From an optimization exercise on the open Yosys and OpenROAD flow, aimed at small area and a short achievable clock period; shortcuts taken in it are not production practice. At most, simulation tests tie the RTL to the original design; equivalence was not proved. Power and IR drop assume default switching activity.

Design rtc_top, start of the top module:
module rtc_top (
                input logic         clk_i,
                input logic         rstn_i,
                input logic         date_update_i,
                input logic [31:0]  date_i,
                output logic [31:0] date_o,
                input logic         clock_update_i,
                output logic [21:0] clock_o,
                input logic [21:0]  clock_i,
                input logic [9:0]   init_sec_cnt_i,
                input logic         calibre_update_i,
                input logic [15:0]  calibre_sec_cnt_i,
                output logic [15:0] calibre_sec_cnt_o,
                input logic         timer_update_i,
                input logic         timer_enable_i,
                input logic         timer_retrig_i,
                input logic [16:0]  timer_target_i,
                output logic [16:0] timer_value_o,
                input logic         alarm_enable_i,
                input logic [5:0]   alarm_mask_i,
                input logic         alarm_update_clock_i,
                input logic [21:0]  alarm_clock_i,
                output logic [21:0] alarm_clock_o,
                input logic         alarm_update_date_i,
                input logic [31:0]  alarm_date_i,
                output logic [31:0] alarm_date_o,
                input logic         event_flag_update_i,
                input logic [1:0]   event_flag_i,
                output logic [1:0]  event_flag_o,
                output logic        event_o
                );
clock: 5.0 ns
lec_check: 0
cap_margin: 20
core_margin: 2
core_utilization: 40
cts_buf_list: sky130_fd_sc_hd__clkbuf_8
cts_cluster_size: 10
setup_slack_margin: 2.3
slew_margin: 20
standard.sh (not shown) runs the stock make flow with config.mk's settings and CLKGATE_MAP_FILE= SYNTH_SCRIPT=/design/flow/synth_recipe.tcl, a recipe that flattens the netlist after the stock synthesis.
==> flow/flow/run.sh <==
#!/bin/bash
# The standard layout, with two changes:
#  - synthesis maps the logic with flow/abc_map.script instead of ORFS's abc_speed.script
#    (flow/synth_abc.tcl is synth_recipe.tcl with that abc call swapped);
#  - the port buffers are made from the smallest buffer cell.
# Each tool writes its full log under orfs/logs; the make output goes to standard.log.
set -euo pipefail
HERE=$(pwd)
export ABC_SCRIPT=$HERE/flow/abc_map.script
export ABC_D=2000
export BUFFER_PORTS_ARGS="-buffer_cell sky130_fd_sc_hd__buf_1"
bash standard.sh SYNTH_SCRIPT=$HERE/flow/synth_abc.tcl finish > standard.log 2>&1
==> flow/flow/abc_map.script <==
strash
&get -n
&fraig -x
&put
scorr
dc2
dretime
strash
&get -n
&dch -f
&nf {D}
&put
buffer -c
upsize {D}
dnsize {D}
stime -p
==> flow/flow/synth_abc.tcl <==
proc synth {args} { yosys synth -nofsm -noshare {*}$args }
# abc with the mapping script named by ABC_SCRIPT and the delay target ABC_D (ps);
# the rest is synth_recipe.tcl unchanged
proc abc {args} {
  set i [lsearch -exact $args -script]
  if { $i >= 0 } { set args [lreplace $args [expr {$i + 1}] [expr {$i + 1}] $::env(ABC_SCRIPT)] }
  set j [lsearch -exact $args -D]
  if { $j >= 0 && [info exists ::env(ABC_D)] } { set args [lreplace $args [expr {$j + 1}] [expr {$j + 1}] $::env(ABC_D)] }
  yosys abc {*}$args
}
source $::env(SCRIPTS_DIR)/synth.tcl
# left out here: clear keep_hierarchy, flatten, clean up, hide names made inside functions, write 1_2_yosys.v
Then changed:
--- a/flow/design.v
+++ b/flow/design.v
@@ -279,33 +279,24 @@
    assign s_timer_inc[11] = r_timer[11] ^ (&r_timer[10:0]);
    assign s_timer_inc[12] = r_timer[12] ^ (&r_timer[11:0]);
    assign s_timer_inc[13] = r_timer[13] ^ (&r_timer[12:0]);
    assign s_timer_inc[14] = r_timer[14] ^ (&r_timer[13:0]);
    assign s_timer_inc[15] = r_timer[15] ^ (&r_timer[14:0]);
    assign s_timer_inc[16] = r_timer[16] ^ (&r_timer[15:0]);
    logic n_tmatch_lo, n_tmatch_hi;
-   logic [7:0] s_timer_inc_hi;        
-   assign s_timer_inc_hi[0] = ~r_timer[9];
-   assign s_timer_inc_hi[1] = r_timer[10] ^ (&r_timer[9:9]);
-   assign s_timer_inc_hi[2] = r_timer[11] ^ (&r_timer[10:9]);
-   assign s_timer_inc_hi[3] = r_timer[12] ^ (&r_timer[11:9]);
-   assign s_timer_inc_hi[4] = r_timer[13] ^ (&r_timer[12:9]);
-   assign s_timer_inc_hi[5] = r_timer[14] ^ (&r_timer[13:9]);
-   assign s_timer_inc_hi[6] = r_timer[15] ^ (&r_timer[14:9]);
-   assign s_timer_inc_hi[7] = r_timer[16] ^ (&r_timer[15:9]);
    always_comb begin
       if (timer_update_i) begin
          n_tmatch_lo = (timer_target_i[8:0]  == 9'h0);
          n_tmatch_hi = (timer_target_i[16:9] == 8'h0);
       end else if (r_timer_en & r_timer_match) begin
          n_tmatch_lo = (r_timer_target[8:0]  == 9'h0);
          n_tmatch_hi = (r_timer_target[16:9] == 8'h0);
       end else if (r_timer_en) begin
          n_tmatch_lo = (s_timer_inc[8:0]  == r_timer_target[8:0]);
-         n_tmatch_hi = (&r_timer[8:0]) ? (s_timer_inc_hi == r_timer_target[16:9]) : r_tmatch_hi;
+         n_tmatch_hi = (s_timer_inc[16:9] == r_timer_target[16:9]);
       end else begin
          n_tmatch_lo = r_tmatch_lo;
          n_tmatch_hi = r_tmatch_hi;
       end
    end
    always_comb begin
       n_timer_target = r_timer_target;
What happened: The new run went through all stages and came out clean; power falls by 1.8%; final cell count went down by about 0.6%; setup slack improved by 0.0069 ns; synthesized area falls by about 0.5%; die area shrinks by about 0.5%; wire length barely changes; cell area is lower by 0.75%.
Only the layout flow was run in the first run of this note; the RTL was not checked for function there.


rtc_top, a different RTL version from the one above (not shown whole).
For scale: roughly 990 cells after synthesis, ~190 flip-flops, roughly 320 I/O pins, roughly 10000 um2 of cells after synthesis.
clock: 5.0 ns
lec_check: 0
cap_margin: 20
core_margin: 2
core_utilization: 40
cts_buf_list: sky130_fd_sc_hd__clkbuf_8
cts_cluster_size: 10
setup_slack_margin: 2.3
slew_margin: 20
Scripts as last shown in full above: flow/flow/run.sh, flow/flow/abc_map.script, flow/flow/synth_abc.tcl
Edit:
--- a/flow/design.v
+++ b/flow/design.v
@@ -43,41 +43,41 @@
    logic        r_timer_match;
    logic [7:0]  r_alarm_seconds, r_alarm_minutes;
    logic [5:0]  r_alarm_hours;
    logic [13:0] r_alarm_year;
    logic [4:0]  r_alarm_month;
    logic [5:0]  r_alarm_day;
    logic [5:0]  r_alarm_mask;
    logic        r_alarm_enable;
    logic        r_sec59, r_min59, r_hour23;   
    logic        r_eom, r_eoy;     
    logic        n_eom;
-   logic [6:0]  r_match;          
+   logic [5:0]  r_match;          
    logic        r_alarm_match;    
    logic [1:0]  r_event_flag;
    logic [7:0]  n_seconds, n_minutes;
    logic [5:0]  n_hours;
    logic [5:0]  n_day;
    logic [4:0]  n_month;
    logic [13:0] n_year;
    logic [15:0] n_sec_counter, n_sec_cnt_calibre;
    logic [16:0] n_timer, n_timer_target;
    logic        n_timer_en;
    logic [7:0]  n_alarm_seconds, n_alarm_minutes;
    logic [5:0]  n_alarm_hours;
    logic [13:0] n_alarm_year;
    logic [4:0]  n_alarm_month;
    logic [5:0]  n_alarm_day;
    logic [5:0]  n_alarm_mask;
    logic        n_alarm_enable;
-   logic [6:0]  n_match;
+   logic [5:0]  n_match;
    logic [1:0]  n_event_flag;
    logic        s_alarm_event, s_timer_event;
    logic        s_upd_min, s_upd_hour, s_new_day;
    logic        s_end_of_month, s_end_of_year;
    assign r_tick        = r_tick_lo & r_tick_hi;
    assign r_timer_match = r_tmatch_lo & r_tmatch_hi;
    assign s_alarm_event = r_alarm_enable & (&r_match) & ~r_alarm_match;
    assign s_timer_event = r_timer_en & r_timer_match;
    assign event_o       = s_alarm_event | s_timer_event;
    assign date_o            = {2'b00, r_year, 3'b000, r_month, 2'b00, r_day};
    assign clock_o           = {r_hours, r_minutes, r_seconds};
@@ -174,32 +174,23 @@
          n_sec59  = (clock_i[7:0]   == 8'h59);
          n_min59  = (clock_i[15:8]  == 8'h59);
          n_hour23 = (clock_i[21:16] == 6'h23);
       end else begin
          n_sec59  = r_tick     ? (r_seconds == 8'h58) : r_sec59;
          n_min59  = s_upd_min  ? (r_minutes == 8'h58) : r_min59;
          n_hour23 = s_upd_hour ? (r_hours   == 6'h22) : r_hour23;
       end
    end
    assign s_end_of_month = r_eom;
    assign s_end_of_year  = r_eoy;
-   always_comb begin
-      if (date_update_i)
-        n_eom = eom(date_i[5:0], date_i[12:8], date_i[29:16]);
-      else if (s_new_day)
-        n_eom = ~r_eom & eom((r_day[3:0] != 4'h9) ? {r_day[5:4], inc4(r_day[3:0])}
-                                                  : {inc2(r_day[5:4]), 4'h0},
-                             r_month, r_year);
-      else
-        n_eom = r_eom;
-   end
+   assign n_eom = eom(n_day, n_month, n_year);
    always_comb begin
       n_day   = r_day;
       n_month = r_month;
       n_year  = r_year;
       if (date_update_i) begin
          n_day   = date_i[5:0];
          n_month = date_i[12:8];
          n_year  = date_i[29:16];
       end else if (s_new_day) begin
          if (s_end_of_month)
            n_day = 6'h01;
@@ -250,24 +241,23 @@
       end else if (s_alarm_event)
         n_alarm_enable = 1'b0;
       n_alarm_year  = r_alarm_year;
       n_alarm_month = r_alarm_month;
       n_alarm_day   = r_alarm_day;
       if (alarm_update_date_i) begin
          n_alarm_year  = alarm_date_i[29:16];
          n_alarm_month = alarm_date_i[12:8];
          n_alarm_day   = alarm_date_i[5:0];
       end
    end
-   assign n_match[6] = n_alarm_mask[5] | (n_year[13:8] == n_alarm_year[13:8]);
-   assign n_match[5] = n_alarm_mask[5] | (n_year[7:0]  == n_alarm_year[7:0]);
+   assign n_match[5] = n_alarm_mask[5] | (n_year    == n_alarm_year);
    assign n_match[4] = n_alarm_mask[4] | (n_month   == n_alarm_month);
    assign n_match[3] = n_alarm_mask[3] | (n_day     == n_alarm_day);
    assign n_match[2] = n_alarm_mask[2] | (n_hours   == n_alarm_hours);
    assign n_match[1] = n_alarm_mask[1] | (n_minutes == n_alarm_minutes);
    assign n_match[0] = n_alarm_mask[0] | (n_seconds == n_alarm_seconds);
    logic [16:0] s_timer_inc;
    assign s_timer_inc[0] = ~r_timer[0];
    assign s_timer_inc[1] = r_timer[1] ^ (&r_timer[0:0]);
    assign s_timer_inc[2] = r_timer[2] ^ (&r_timer[1:0]);
    assign s_timer_inc[3] = r_timer[3] ^ (&r_timer[2:0]);
    assign s_timer_inc[4] = r_timer[4] ^ (&r_timer[3:0]);
@@ -358,23 +348,23 @@
          r_alarm_hours     <= 6'h0;
          r_alarm_year      <= 14'h0;
          r_alarm_month     <= 5'h0;
          r_alarm_day       <= 6'h0;
          r_alarm_mask      <= 6'h0;
          r_alarm_enable    <= 1'b0;
          r_sec59           <= 1'b0;
          r_min59           <= 1'b0;
          r_hour23          <= 1'b0;
          r_eom             <= 1'b0;
          r_eoy             <= 1'b0;
-         r_match           <= 7'b0;   
+         r_match           <= 6'b0;   
          r_alarm_match     <= 1'b0;
          r_event_flag      <= 2'h0;
       end else begin
          r_seconds         <= n_seconds;
          r_minutes         <= n_minutes;
          r_hours           <= n_hours;
          r_day             <= n_day;
          r_month           <= n_month;
          r_year            <= n_year;
          r_sec_counter     <= n_sec_counter;
          r_sec_cnt_calibre <= n_sec_cnt_calibre;
Result:
- setup slack loses 0.16 ns
- via count decreases by 2.4%
- cell count goes down by 1.4%
- first-iteration DRC count decreases by 28%
- power goes down by 3.6%
- utilization is about the same
- clock skew drops by 0.0035 ns
- synthesized cell count is lower by 3.1%
- critical path depth went up by 4
- clock power decreases by about 10%
- die area shrinks by 1.5%
- hold slack got worse by 0.16 ns
- non-clock buffer count is higher by 5
No functional check of the RTL was part of the second run of this note.


rtc_top, a different RTL version from the one above (not shown whole).
For scale: ~180 flip-flops, roughly 320 I/O pins, about 11000 um^2 of cells after synthesis.
==> flow/config.mk <==
export PLATFORM = sky130hd
export DESIGN_NAME = rtc_top
export DESIGN_NICKNAME = rtc_top
export VERILOG_FILES = /design/flow/design.v
export SDC_FILE = /design/flow/constraint.sdc
export NUM_CORES = 4
export LEC_CHECK = 0
export CAP_MARGIN = 20
export CORE_MARGIN = 2
export CORE_UTILIZATION = 40
export SLEW_MARGIN = 20
==> flow/constraint.sdc <==
create_clock -name core_clock -period 5.0 [get_ports {clk_i}]
set_input_delay 1.0000 -clock core_clock [delete_from_list [all_inputs] [get_ports {clk_i}]]
set_output_delay 1.0000 -clock core_clock [all_outputs]
set_load 0.01 [all_outputs]
==> flow/flow/run.sh <==
#!/bin/bash
set -euo pipefail
export BUFFER_PORTS_ARGS="-buffer_cell sky130_fd_sc_hd__buf_1"
bash standard.sh finish > standard.log 2>&1
Next try:
--- a/flow/design.v
+++ b/flow/design.v
@@ -160,28 +160,16 @@
               n_hours = 6'h00;
             else if (r_hours[3:0] >= 4'h9)
               n_hours = {inc2(r_hours[5:4]), 4'h0};
             else
               n_hours[3:0] = inc4(r_hours[3:0]);
          end
       end
    end
-   logic n_sec59, n_min59, n_hour23;
-   always_comb begin
-      if (clock_update_i) begin
-         n_sec59  = (clock_i[7:0]   == 8'h59);
-         n_min59  = (clock_i[15:8]  == 8'h59);
-         n_hour23 = (clock_i[21:16] == 6'h23);
-      end else begin
-         n_sec59  = r_tick     ? (r_seconds == 8'h58) : r_sec59;
-         n_min59  = s_upd_min  ? (r_minutes == 8'h58) : r_min59;
-         n_hour23 = s_upd_hour ? (r_hours   == 6'h22) : r_hour23;
-      end
-   end
    assign s_end_of_month = r_eom;
    assign s_end_of_year  = r_eoy;
    always_comb begin
       if (date_update_i)
         n_eom = eom(date_i[5:0], date_i[12:8], date_i[29:16]);
       else if (s_new_day)
         n_eom = ~r_eom & eom((r_day[3:0] != 4'h9) ? {r_day[5:4], inc4(r_day[3:0])}
                                                   : {inc2(r_day[5:4]), 4'h0},
@@ -274,27 +262,16 @@
    assign s_timer_inc[9] = r_timer[9] ^ (&r_timer[8:0]);
    assign s_timer_inc[10] = r_timer[10] ^ (&r_timer[9:0]);
    assign s_timer_inc[11] = r_timer[11] ^ (&r_timer[10:0]);
    assign s_timer_inc[12] = r_timer[12] ^ (&r_timer[11:0]);
    assign s_timer_inc[13] = r_timer[13] ^ (&r_timer[12:0]);
    assign s_timer_inc[14] = r_timer[14] ^ (&r_timer[13:0]);
    assign s_timer_inc[15] = r_timer[15] ^ (&r_timer[14:0]);
    assign s_timer_inc[16] = r_timer[16] ^ (&r_timer[15:0]);
-   logic n_timer_match;
-   always_comb begin
-      if (timer_update_i)
-        n_timer_match = (timer_target_i == 17'h0);
-      else if (r_timer_en & r_timer_match)
-        n_timer_match = (r_timer_target == 17'h0);
-      else if (r_timer_en)
-        n_timer_match = (s_timer_inc == r_timer_target);
-      else
-        n_timer_match = r_timer_match;
-   end
    always_comb begin
       n_timer_target = r_timer_target;
       n_timer_en     = r_timer_en;
       n_timer        = r_timer;
       if (timer_update_i) begin
          n_timer_en     = timer_enable_i;
          n_timer_target = timer_target_i;
          n_timer        = 17'h0;
@@ -360,29 +337,29 @@
          r_sec_counter     <= n_sec_counter;
          r_sec_cnt_calibre <= n_sec_cnt_calibre;
          r_tick            <= (n_count == n_sec_cnt_calibre);
          r_timer           <= n_timer;
          r_timer_target    <= n_timer_target;
          r_timer_en        <= n_timer_en;
          if (timer_update_i)
            r_timer_retrig  <= timer_retrig_i;
-         r_timer_match     <= n_timer_match;
+         r_timer_match     <= (n_timer == n_timer_target);
          r_alarm_seconds   <= n_alarm_seconds;
          r_alarm_minutes   <= n_alarm_minutes;
          r_alarm_hours     <= n_alarm_hours;
          r_alarm_year      <= n_alarm_year;
          r_alarm_month     <= n_alarm_month;
          r_alarm_day       <= n_alarm_day;
          r_alarm_mask      <= n_alarm_mask;
          r_alarm_enable    <= n_alarm_enable;
-         r_sec59           <= n_sec59;
-         r_min59           <= n_min59;
-         r_hour23          <= n_hour23;
+         r_sec59           <= (n_seconds == 8'h59);
+         r_min59           <= (n_minutes == 8'h59);
+         r_hour23          <= (n_hours == 6'h23);
          r_eom             <= n_eom;
-         r_eoy             <= n_eom & (date_update_i ? (date_i[12:8] == 5'h12) : (r_month == 5'h12));
+         r_eoy             <= n_eom & (n_month == 5'h12);
          r_match_date      <= n_match_date;
          r_match_time      <= n_match_time;
          r_alarm_match     <= r_match_date & r_match_time;
          r_event_flag      <= n_event_flag;
       end
    end
 endmodule  
Result:
- total power is lower by 1.1%
- sequential cell count is unchanged
- cell count drops by 1.6%
- global-route usage came out lower by 0.50 points
- clock skew hardly moves
- via count came out lower by 6.7%
- maximum frequency drops by 6.1%
- count of clock-buffer cells in the layout falls by 2
- setup slack gets worse by 0.22 ns
- first-iteration DRC count is lower by 17%
- worst hold slack is worse by 0.018 ns
- non-clock buffer count shrinks by 1
- routed wire length drops by 6.1%
- area after synthesis decreases by 3.9%
Only the layout flow was run in the second run of this note; the RTL was not checked for function there.

==> separate check: timing with driven ports <==
Ports are ideal in the flow. The routed layouts listed here were re-timed in OpenROAD. Step 1 (the two cells are an assumption about what drives the block):
set clk [get_ports {clk_i}]
set_driving_cell -lib_cell sky130_fd_sc_hd__clkbuf_16 $clk
set_driving_cell -lib_cell sky130_fd_sc_hd__buf_2 [delete_from_list [all_inputs] $clk]
Step 2 adds t to the input delays and takes it off the output delays; t is the mean of the earliest and latest rising clock arrival at the registers after step 1. Input paths then give back, and output paths get back, about the clock's delay inside the block. a / b / c = ideal / step 1 / step 2; a / b = the first two.
| run | t, ns | setup slack, ns | clock arrival spread, ns | cell pins on the clock port's net |
|---|---|---|---|---|
| the first run of note 1 | 0.490 | 2.409 / 2.404 / 1.938 | 0.025 / 0.025 | 1 |
| the second run of note 1 | 0.504 | 2.416 / 2.416 / 1.985 | 0.029 / 0.029 | 1 |
| the first run of note 2 | 0.498 | 2.429 / 2.390 / 1.961 | 0.024 / 0.024 | 1 |
| the second run of note 2 | 0.500 | 2.270 / 2.280 / 1.780 | 0.018 / 0.017 | 1 |
| the first run of note 3 | 0.472 | 1.540 / 1.540 / 1.440 | 0.018 / 0.018 | 1 |
| the second run of note 3 | 0.469 | 1.316 / 1.316 / 1.075 | 0.018 / 0.017 | 1 |
After both steps every run listed still meets setup and hold. The setup slack of the second run of note 2, which loses most, moves by +0.010 ns with the drivers and by -0.490 ns with both steps.
